This is an optimization exercise on Yosys and OpenROAD, whose aim is small area and a short achievable clock period, not a production implementation.
RTL that was checked went through simulation tests only; none was proved equivalent to the original.
Power is estimated from default activity; no workload was simulated.

// tanh9slices
module tanh9slices (
    input wire clk,
    input wire rst_n,
    input wire signed [15:0] x0_in,
    input wire signed [15:0] x1_in,
    input wire valid_in,
    output wire signed [15:0] y0_out,
    output wire signed [15:0] y1_out,
    output reg valid_out
);
    reg v1, v2;
    always @(posedge clk or negedge rst_n) begin
        if (!rst_n) begin
            v1 <= 1'b0; v2 <= 1'b0; valid_out <= 1'b0;
        end else begin
            v1 <= valid_in; v2 <= v1; valid_out <= v2;
        end
    end
    tanh9_lane lane0 (.clk(clk), .x(x0_in), .y(y0_out));
    tanh9_lane lane1 (.clk(clk), .x(x1_in), .y(y1_out));
endmodule
Size in the first run: ~850 cells after synthesis, ~130 flip-flops, roughly 7700 um2 of cells after synthesis.
clock: 8.0 ns
lec_check: 0
cap_margin: 20
core_margin: 2
core_utilization: 40
slew_margin: 20
standard.sh (not shown) runs the stock make flow with config.mk's settings and CLKGATE_MAP_FILE= SYNTH_SCRIPT=/design/flow/synth_recipe.tcl, a recipe that flattens the netlist after the stock synthesis.
==> flow/flow/run.sh <==
#!/bin/bash
set -euo pipefail
mapfile -t KNOBS < <(grep -v '^\s*$' flow/knobs.txt)
bash standard.sh "${KNOBS[@]}" "PRE_GLOBAL_PLACE_TCL=$PWD/flow/ports.tcl" finish > flow_make.log 2>&1
==> flow/flow/knobs.txt <==
SETUP_SLACK_MARGIN=5.4
CTS_ARGS=-sink_clustering_enable -repair_clock_nets -buf_list sky130_fd_sc_hd__clkbuf_8 -dont_use_dummy_load
BUFFER_PORTS_ARGS=-inputs -buffer_cell sky130_fd_sc_hd__buf_1
==> flow/flow/ports.tcl <==
# Buffer the output ports (ORFS's buffer_ports call then buffers the inputs).
buffer_ports -outputs -buffer_cell sky130_fd_sc_hd__buf_2
Then changed:
--- a/flow/design.v
+++ b/flow/design.v
@@ -77,33 +77,33 @@
     wire p48 = (gC & s) | (gs3 & u[10]) | (gA & ~u[10]) | (gB & u[3]);
     wire p49 = (gA & u[2]) | (gC & u[4]) | (gB & u[5]) | (gD & u[6]) | (gE & u[8]);
     wire p50 = (gB & u[7]) | (gA & ~u[7]) | (gD & u[9]);
     wire gs51 = gB | s1_sat;
     wire p52 = gs41 | (gs51 & s) | (gD2 & u[10]) | (gA & u[3]);
     wire p53 = (gB & u[4]) | (gC & u[5]) | (gD & u[7]) | (gA & ~u[8]) | (gE & u[9]);
     wire p54 = (gD1 & u[10]) | (gB & u[6]);
     wire p55 = (gB & u[8]);
-    wire gs56 = ~(gC | gD | gE);
+    wire gs56 = gA | gB | s1_sat;
     wire p57 = gC | (gs56 & ~s) | (gE & u[10]) | (gD & u[8]);
     wire p58 = (gD1 & s) | (gA & u[4]) | (gB & u[5]) | (gC & u[6]);
     wire p59 = (gB & u[7]) | (gA & ~u[9]);
     wire p60 = (gB & u[9]);
     wire gs61 = gA | s1_sat | gD2;
     wire p62 = (gB & s) | (gs61 & ~s) | (gC & u[7]) | (gD1 & u[9]);
     wire p63 = (gB & u[10]) | (gA & ~u[10]) | (gD2 & u[9]);
     wire p64 = (gA & u[5]) | (gB & u[6]);
     wire p65 = (gB & u[8]);
     wire gs66 = gC | gD;
     wire gs67 = gE | s1_sat;
     wire p68 = gB | (gs66 & s) | (gs67 & ~s) | (gA & u[6]);
     wire p69 = (gD & u[10]) | (gB & u[7]) | (gC & u[8]);
     wire p70 = (gB & u[9]);
     wire gs71 = gB | gD2;
-    wire gs72 = ~(gB | gC | gD);
+    wire gs72 = gA | gE | s1_sat;
     wire p73 = gs71 | (gC & s) | (gs72 & ~s);
     wire p74 = (gB & u[10]) | (gA & u[7]) | (gC & u[9]);
     wire p75 = (gB & u[8]);
     wire gs76 = gA | gE | s1_sat | gD1;
     wire p77 = gD2 | (gs46 & s) | (gs76 & ~s);
     wire p78 = (gC & u[10]) | (gA & u[8]) | (gB & u[9]);
     wire gs79 = gC | gD2;
     wire p80 = gs79 | (gs76 & ~s) | (gB & u[10]);
Result: Final cell count drops by about 3.7%; hold slack loses 12 ps; die area drops by about 0.7%; sequential cell count does not change; power drops by about 1%; wire length drops by 1.1%.
The RTL of the first run of this note was laid out without a check of its function.

-- separate check: timing with driven ports --
No port has a modelled driver above. Below, the same layouts with a new extraction and two added sets of constraints. Step 1 sets driving cells, clkbuf_16 on the clock port and buf_2 on the other inputs (assumed; they add their load-dependent delay and slew). Step 2 moves the port delays by t, midway between the first and last clock arrival at a register: inputs arrive t later, outputs are due t later. That takes back most of the time a late clock gives input paths. a / b / c = no drivers / after step 1 / after step 2; a / b = the first two.
run | shift t [ns] | slack for setup (ns) | hold slack, ns | slew at the worst register clock pin (ns)
the first run | 0.465 | 5.478 / 5.442 / 5.296 | 0.328 / 0.328 / 0.328 | 0.08 / 0.08
the second run | 0.471 | 5.480 / 5.436 / 5.201 | 0.316 / 0.316 / 0.316 | 0.08 / 0.08
After both steps every run listed still meets setup and hold. The setup slack of the second run, which loses most, moves by -0.044 ns with the drivers and by -0.279 ns with both steps.
